Context: an optimization exercise on an open-source flow, tuned for small area. The choices shown serve that exercise and are no tape-out recipe. Only simulation tests tie the RTL to the original design; equivalence was not proved. The clock port is modelled as an ideal driver; clocking choices that lean on that would not hold on a real chip. Power and IR drop assume default switching activity.

==> flow/design.v <==
module top(reset,clk,ps2clk,ps2data,hsync,vsync, Rout, Gout, Bout,pwm);
input reset,clk;
input ps2clk,ps2data;
output hsync,vsync,pwm;
output [2:0] Rout,Gout,Bout;
reg [1:0] q;
wire tick = &q;
always @(posedge clk)
  if (reset) q <= 2'd0;
  else       q <= q + 2'd1;
reg [9:0]  p;
reg [11:0] k;
reg        b;
wire       p_end = p[9] & p[6] & p[5] & p[4];           
wire       step  = tick & p_end;
wire [9:0] pn = p + {9'd0, tick};
wire [12:0] kn = {1'b0, k} + {12'd0, step};
wire       k_wrap = kn[12];
always @(posedge clk)
  if (reset) begin
    p <= 10'd0; k <= 12'd96;
  end else begin
    p <= pn & ~({10{step}} & 10'b1001110001);
    k <= kn[11:0] | {5'd0, k_wrap, k_wrap, 5'd0};
  end
always @(posedge clk)
  if (reset) b <= 1'b0;
  else if (k_wrap) b <= ~b;
reg [9:0] h;
reg [8:0] v;
wire h_end = h[9] & h[8] & h[5];                       
wire v_end = v[8] & v[7] & v[6] & v[0];                
wire hw = tick & h_end;
wire [9:0] hn = h + {9'd0, tick};
wire [8:0] vn = v + {8'd0, hw};
always @(posedge clk)
  if (reset) begin
    h <= 10'd0; v <= 9'd0;
  end else begin
    h <= hn & ~({10{hw}} & 10'b1100100001);
    v <= vn & ~({9{hw & v_end}} & 9'b111000010);
  end
assign hsync = ~(h >= 10'd16 && h <= 10'd111) | reset;
assign vsync = (v == 9'd12 || v == 9'd13) & ~reset;
wire shown = (h >= 10'd477 && h <= 10'd484 && v >= 9'd241 && v <= 9'd256);
reg [3:0] s;
wire fe = s[3] & (s[2:0] == 3'd4);
always @(posedge clk)
  if (reset) s <= 4'd0;
  else if (tick) begin
    if (ps2clk)
      s <= s[3] ? 4'd1 : (s[2] ? 4'd4 : s + 4'd1);
    else
      s <= s[3] ? (s[2] ? 4'd0 : s + 4'd1) : (s[2] ? 4'b1001 : 4'd0);
  end
reg [8:0] sh;       
reg       par;      
reg [3:0] cnt;
reg       f0;       
reg [1:0] th;       
wire [7:0] d = sh[8:1];
wire fe_t   = tick & fe;
wire c10    = cnt[3] & cnt[1];                          
wire c0     = ~(cnt[3] | cnt[2] | cnt[1] | cnt[0]);
wire c_hi   = cnt[3] & (cnt[1] | cnt[0]);               
wire kk     = cnt[3] & (cnt[2] | (cnt[1] & cnt[0]));   
wire k2     = cnt[3] & cnt[2] & ~cnt[0];                
wire k3     = cnt[3] & cnt[2] & cnt[0];                 
wire stop_edge = fe_t & c10;
wire good = ~sh[0] & ps2data & par;
wire key  = stop_edge & good & f0;
always @(posedge clk) begin
  if (fe_t & ~c_hi) sh <= {ps2data, sh[8:1]};
  if (fe_t & ~c10)  par <= ps2data ^ (par & ~c0);
end
always @(posedge clk)
  if (reset) begin
    cnt <= 4'd0; f0 <= 1'b0;
  end else begin
    if (tick & kk)   cnt <= k3 ? 4'd0 : cnt + 4'd1;
    else if (fe_t)   cnt <= c10 ? (key ? 4'd11 : 4'd0) : cnt + 4'd1;
    if (stop_edge & good) f0 <= ~f0 & (d == 8'hF0);
  end
always @(posedge clk)
  if (reset) th <= 2'd0;
  else begin
    if (key)
      case (d)
        8'h2B: th <= 2'd0;
        8'h15: th <= 2'd1;
        8'h33: th <= 2'd2;
        8'h22: th <= 2'd3;
        default: ;
      endcase
  end
reg       ce;
reg [1:0] ca;       
reg       dr, dg, db;
always @(posedge clk)
  if (reset) begin
    dr <= 1'b0; dg <= 1'b0; db <= 1'b0;
  end else if (tick & k2) begin
    case (d)
      8'h2D: begin dr <= 1'b1; dg <= 1'b0; db <= 1'b0; end
      8'h34: begin dr <= 1'b0; dg <= 1'b1; db <= 1'b0; end
      8'h32: begin dr <= 1'b0; dg <= 1'b0; db <= 1'b1; end
      8'h44: begin dr <= 1'b0; dg <= 1'b0; db <= 1'b0; end
      8'h23: begin dr <= 1'b1; dg <= 1'b1; db <= 1'b1; end
      default: ;
    endcase
  end
always @(posedge clk)
  if (reset) ce <= 1'b0;
  else if (tick & k3) begin
    case (d)
      8'h2B, 8'h15, 8'h33, 8'h22: ce <= 1'b1;
      8'h2D, 8'h34, 8'h32, 8'h44, 8'h23: ;
      default: ce <= 1'b0;
    endcase
  end
always @(posedge clk)
  if (tick & k3)
    case (d)
      8'h2B: ca <= 2'd0;
      8'h15: ca <= 2'd1;
      8'h33: ca <= 2'd2;
      8'h22: ca <= 2'd3;
      default: ;
    endcase
reg pix;
always @* begin
  case ({ca, v[3:0], h[2:0]})
    9'd5, 9'd6, 9'd8, 9'd9, 9'd10, 9'd11, 9'd12, 9'd13,
    9'd14, 9'd15, 9'd16, 9'd17, 9'd18, 9'd19, 9'd20, 9'd21,
    9'd22, 9'd23, 9'd29, 9'd30, 9'd37, 9'd38, 9'd45, 9'd46,
    9'd53, 9'd54, 9'd61, 9'd62, 9'd64, 9'd65, 9'd66, 9'd67,
    9'd68, 9'd69, 9'd70, 9'd71, 9'd72, 9'd73, 9'd74, 9'd75,
    9'd76, 9'd77, 9'd78, 9'd79, 9'd85, 9'd86, 9'd93, 9'd94,
    9'd101, 9'd102, 9'd109, 9'd110, 9'd117, 9'd118, 9'd125, 9'd126,
    9'd128, 9'd129, 9'd131, 9'd132, 9'd136, 9'd137, 9'd146, 9'd147,
    9'd150, 9'd151, 9'd155, 9'd156, 9'd157, 9'd158, 9'd163, 9'd164,
    9'd165, 9'd166, 9'd171, 9'd172, 9'd173, 9'd174, 9'd179, 9'd180,
    9'd181, 9'd182, 9'd187, 9'd188, 9'd189, 9'd190, 9'd195, 9'd196,
    9'd197, 9'd198, 9'd203, 9'd204, 9'd205, 9'd206, 9'd211, 9'd212,
    9'd213, 9'd214, 9'd219, 9'd220, 9'd221, 9'd222, 9'd227, 9'd228,
    9'd229, 9'd230, 9'd235, 9'd236, 9'd237, 9'd238, 9'd243, 9'd244,
    9'd245, 9'd246, 9'd250, 9'd251, 9'd254, 9'd255, 9'd259, 9'd260,
    9'd261, 9'd262, 9'd267, 9'd268, 9'd269, 9'd270, 9'd275, 9'd276,
    9'd277, 9'd278, 9'd283, 9'd284, 9'd285, 9'd286, 9'd291, 9'd292,
    9'd293, 9'd294, 9'd299, 9'd300, 9'd301, 9'd302, 9'd307, 9'd308,
    9'd309, 9'd310, 9'd315, 9'd316, 9'd317, 9'd318, 9'd320, 9'd321,
    9'd322, 9'd323, 9'd324, 9'd325, 9'd326, 9'd327, 9'd328, 9'd329,
    9'd330, 9'd331, 9'd332, 9'd333, 9'd334, 9'd335, 9'd339, 9'd340,
    9'd341, 9'd342, 9'd347, 9'd348, 9'd349, 9'd350, 9'd355, 9'd356,
    9'd357, 9'd358, 9'd363, 9'd364, 9'd365, 9'd366, 9'd371, 9'd372,
    9'd373, 9'd374, 9'd379, 9'd380, 9'd381, 9'd382, 9'd387, 9'd388,
    9'd389, 9'd390, 9'd395, 9'd396, 9'd397, 9'd398, 9'd403, 9'd404,
    9'd405, 9'd406, 9'd411, 9'd412, 9'd413, 9'd414, 9'd418, 9'd419,
    9'd422, 9'd423, 9'd426, 9'd427, 9'd430, 9'd431, 9'd434, 9'd435,
    9'd438, 9'd439, 9'd440, 9'd441, 9'd447, 9'd448, 9'd449, 9'd455,
    9'd456, 9'd457, 9'd463, 9'd464, 9'd465, 9'd471, 9'd473, 9'd474,
    9'd478, 9'd479, 9'd481, 9'd482, 9'd486, 9'd487, 9'd490, 9'd491,
    9'd494, 9'd495, 9'd499, 9'd500, 9'd501, 9'd502, 9'd507, 9'd508,
    9'd509, 9'd510: pix = 1'b1;
    default: pix = 1'b0;
  endcase
end
wire lit   = shown & ce & pix & ~reset;
wire flash = dr & dg;
assign Rout = {3{lit & (flash ? b : ~(dg | db))}};
assign Gout = {3{lit & (flash ? b : ~(dr | db))}};
assign Bout = {3{lit & (flash ? b : ~(dr | dg))}};
reg [9:0] c;
wire cw = step & c[9] & c[8] & c[5];                   
wire [9:0] cn = c + {9'd0, step};
always @(posedge clk)
  if (reset) c <= 10'd0;
  else c <= cn & ~({10{cw}} & 10'b1100100001);
wire [6:0] cl = c[6:0];
reg lt;
always @* case (th)
  2'd0: lt = cl < 7'd41;
  2'd1: lt = cl < 7'd51;
  2'd2: lt = cl < 7'd61;
  default: lt = cl < 7'd81;
endcase
assign pwm = (~(c[9] | c[8] | c[7]) & lt) | reset;
endmodule
Settings: LEC_CHECK=0, CAP_MARGIN=20, CORE_MARGIN=2, CORE_UTILIZATION=40, SLEW_MARGIN=20; clock period 10.0 ns.
standard.sh (not shown) runs the stock make flow with config.mk's settings and CLKGATE_MAP_FILE= SYNTH_SCRIPT=/design/flow/synth_recipe.tcl, a recipe that flattens the netlist after the stock synthesis.
==> flow/flow/run.sh <==
#!/bin/bash
# Standard synthesis; its combinational logic re-mapped for area with a few
# seeds of ABC's deepsyn (each run to a fixed count of steps without gain), each proven equal to the standard netlist register by
# register, the smallest kept; then the standard ORFS layout with small port
# buffers and a small clock tree, each clock buffer then
# downsized where the clock slew allows.
set -euo pipefail
R=orfs/results/sky130hd/top/base
LIB=$FLOW_HOME/platforms/sky130hd/lib/sky130_fd_sc_hd__tt_025C_1v80.lib
bash standard.sh synth > synth.log 2>&1
cp $R/1_2_yosys.v std.v
for S in 0 1 2 3 4 5 6 7; do
  (
    mkdir -p reopt_$S
    cd reopt_$S
    cp ../std.v std.v
    sed "s|@SEED@|$S|" ../flow/area.abc > area_run.abc
    sed "s|@LIB@|$LIB|g" ../flow/reopt.ys > reopt_run.ys
    sed "s|@LIB@|$LIB|g" ../flow/equiv.ys > equiv_run.ys
    if yosys -q -l reopt.log reopt_run.ys > reopt_out.log 2>&1 && \
       yosys -q -l equiv.log equiv_run.ys > equiv_out.log 2>&1; then
      grep "Chip area" reopt.log | tail -1 | awk '{print $NF}' > area.txt
    fi
  ) &
done
wait
best=""; besta=""
for S in 0 1 2 3 4 5 6 7; do
  if [[ -f reopt_$S/area.txt ]]; then
    a=$(cat reopt_$S/area.txt)
    if [[ -z "$besta" ]] || python3 -c "import sys; sys.exit(0 if $a < $besta else 1)"; then best=$S; besta=$a; fi
  fi
done
echo "reopt areas: $(cat reopt_*/area.txt 2>/dev/null | tr '\n' ' ') best seed: ${best:-none}" > reopt_choice.log
if [[ -n "$best" ]]; then
  cp reopt_$best/reopt.v $R/1_2_yosys.v
  rm -f $R/1_synth.odb $R/1_synth.sdc
  bash standard.sh synth > synth2.log 2>&1
fi
bash standard.sh \
  REMOVE_ABC_BUFFERS=1 CORE_UTILIZATION=85 CAP_MARGIN=0 SLEW_MARGIN=0 POST_CTS_TCL=$PWD/flow/post_cts.tcl \
  BUFFER_PORTS_ARGS="-buffer_cell sky130_fd_sc_hd__buf_1" \
  CTS_ARGS="-sink_clustering_enable -sink_clustering_size 40 -sink_clustering_max_diameter 300 -root_buf sky130_fd_sc_hd__clkbuf_8 -buf_list sky130_fd_sc_hd__clkbuf_4 -dont_use_dummy_load" \
  finish > finish.log 2>&1
==> flow/flow/post_cts.tcl <==
# After clock tree synthesis: give each clock buffer the smallest of clkbuf_2
# and clkbuf_4 that keeps every flip-flop clock pin's slew under 100 ps
# (placement estimate), then legalize the placement again.
set smaller {sky130_fd_sc_hd__clkbuf_2 sky130_fd_sc_hd__clkbuf_4}
set limit 0.100
proc max_clk_slew {} {
  estimate_parasitics -placement
  set m 0.0
  foreach p [all_registers -clock_pins] {
    set s [get_property $p slew_max]
    if {$s > $m} { set m $s }
  }
  return $m
}
puts "clock slew before sizing: [max_clk_slew]"
# leaves first, root last
set bufs [lsort -decreasing [lmap c [get_cells clkbuf_*] {get_full_name $c}]]
foreach name $bufs {
  set c [get_cells $name]
  set old [get_property $c ref_name]
  set done 0
  foreach small $smaller {
    if {$old eq $small} { set done 1; break }
    replace_cell $name $small
    set s [max_clk_slew]
    if {$s <= $limit} {
      puts "resize $name to $small ($s)"
      set done 1
      break
    }
  }
  if {!$done} {
    replace_cell $name $old
    puts "keep $name as $old"
  }
}
puts "clock slew after sizing: [max_clk_slew]"
detailed_placement
check_placement -verbose
Other scripts of this flow, unchanged in this note and not shown: flow/flow/area.abc, flow/flow/equiv.ys, flow/flow/reopt.ys
The baseline stopped in global placement (3_3_place_gp).
==> next run, changes <==
--- a/flow/flow/run.sh
+++ b/flow/flow/run.sh
@@ -10,5 +10,5 @@
 bash standard.sh synth > synth.log 2>&1
 cp $R/1_2_yosys.v std.v
-for S in 0 1 2 3 4 5 6 7; do
+for S in 0 1 2 3; do
   (
     mkdir -p reopt_$S
@@ -26,5 +26,5 @@
 wait
 best=""; besta=""
-for S in 0 1 2 3 4 5 6 7; do
+for S in 0 1 2 3; do
   if [[ -f reopt_$S/area.txt ]]; then
     a=$(cat reopt_$S/area.txt)
@@ -39,5 +39,5 @@
 fi
 bash standard.sh \
-  REMOVE_ABC_BUFFERS=1 CORE_UTILIZATION=85 CAP_MARGIN=0 SLEW_MARGIN=0 POST_CTS_TCL=$PWD/flow/post_cts.tcl \
+  REMOVE_ABC_BUFFERS=1 CORE_UTILIZATION=90 CAP_MARGIN=0 SLEW_MARGIN=0 POST_CTS_TCL=$PWD/flow/post_cts.tcl \
   BUFFER_PORTS_ARGS="-buffer_cell sky130_fd_sc_hd__buf_1" \
   CTS_ARGS="-sink_clustering_enable -sink_clustering_size 40 -sink_clustering_max_diameter 300 -root_buf sky130_fd_sc_hd__clkbuf_8 -buf_list sky130_fd_sc_hd__clkbuf_4 -dont_use_dummy_load" \
Outcome: Now the flow died in global placement without I/O (3_1_place_gp_skip_io). Synthesized cell count stays the same. Area after synthesis does not change.
==> next run, changes <==
--- a/flow/flow/run.sh
+++ b/flow/flow/run.sh
@@ -39,5 +39,5 @@
 fi
 bash standard.sh \
-  REMOVE_ABC_BUFFERS=1 CORE_UTILIZATION=90 CAP_MARGIN=0 SLEW_MARGIN=0 POST_CTS_TCL=$PWD/flow/post_cts.tcl \
+  REMOVE_ABC_BUFFERS=1 CORE_UTILIZATION=80 CAP_MARGIN=0 SLEW_MARGIN=0 POST_CTS_TCL=$PWD/flow/post_cts.tcl \
   BUFFER_PORTS_ARGS="-buffer_cell sky130_fd_sc_hd__buf_1" \
   CTS_ARGS="-sink_clustering_enable -sink_clustering_size 40 -sink_clustering_max_diameter 300 -root_buf sky130_fd_sc_hd__clkbuf_8 -buf_list sky130_fd_sc_hd__clkbuf_4 -dont_use_dummy_load" \
What happened:
- Now the flow completed with no timing, DRC or antenna violations
- synthesized cell count does not change
- area after synthesis does not change
==> next run, changes <==
--- a/flow/flow/post_cts.tcl
+++ b/flow/flow/post_cts.tcl
@@ -1,7 +1,7 @@
 # After clock tree synthesis: give each clock buffer the smallest of clkbuf_2
-# and clkbuf_4 that keeps every flip-flop clock pin's slew under 100 ps
+# and clkbuf_4 that keeps every flip-flop clock pin's slew under 106 ps
 # (placement estimate), then legalize the placement again.
 set smaller {sky130_fd_sc_hd__clkbuf_2 sky130_fd_sc_hd__clkbuf_4}
-set limit 0.100
+set limit 0.106
 proc max_clk_slew {} {
   estimate_parasitics -placement
Result: Combinational power hardly moves; wire length barely changes; global-route usage is about the same; power goes down by 2.7%.
==> next run, changes <==
--- a/flow/flow/run.sh
+++ b/flow/flow/run.sh
@@ -39,5 +39,5 @@
 fi
 bash standard.sh \
-  REMOVE_ABC_BUFFERS=1 CORE_UTILIZATION=80 CAP_MARGIN=0 SLEW_MARGIN=0 POST_CTS_TCL=$PWD/flow/post_cts.tcl \
+  REMOVE_ABC_BUFFERS=1 CORE_UTILIZATION=82 CAP_MARGIN=0 SLEW_MARGIN=0 POST_CTS_TCL=$PWD/flow/post_cts.tcl \
   BUFFER_PORTS_ARGS="-buffer_cell sky130_fd_sc_hd__buf_1" \
   CTS_ARGS="-sink_clustering_enable -sink_clustering_size 40 -sink_clustering_max_diameter 300 -root_buf sky130_fd_sc_hd__clkbuf_8 -buf_list sky130_fd_sc_hd__clkbuf_4 -dont_use_dummy_load" \
What happened: The changed run finished with timing, DRC and antenna clean; utilization is higher by 1.1 points; hold slack degrades by 6.0 ps; setup slack gets better by 19 ps; via count rose slightly; design area is about the same; power fell slightly; clock-buffer cell count is unchanged; synthesized area does not change; die area goes down by a few percent.

-- port drivers added, routing unchanged --
The flow's constraints put no driver on any port. The routed layouts listed below were extracted and timed again, unchanged, in two steps. Step 1, drivers: a clkbuf_16 drives clk and a buf_2 each remaining input, both assumed. Step 2 moves the port delays by t, midway between the first and last clock arrival at a register: inputs arrive t later, outputs are due t later. That takes back most of the time a late clock gives input paths. a / b / c = no drivers / after step 1 / after step 2; a / b = the first two.
run	t, ns	setup slack, ns	worst register clock-pin slew, ns	worst slew at a driven data input, ns	cell pins on the clock port's net
the third run	0.382	3.747 / 3.715 / 3.715	0.10 / 0.10	0.04	1
the fourth run	0.546	3.746 / 3.716 / 3.716	0.11 / 0.11	0.04	1
the fifth run	0.540	3.766 / 3.743 / 3.743	0.11 / 0.11	0.04	1
After both steps setup and hold are still met in every run listed. The setup slack of the third run, which loses most, moves by -0.032 ns with the drivers and by -0.032 ns with both steps.
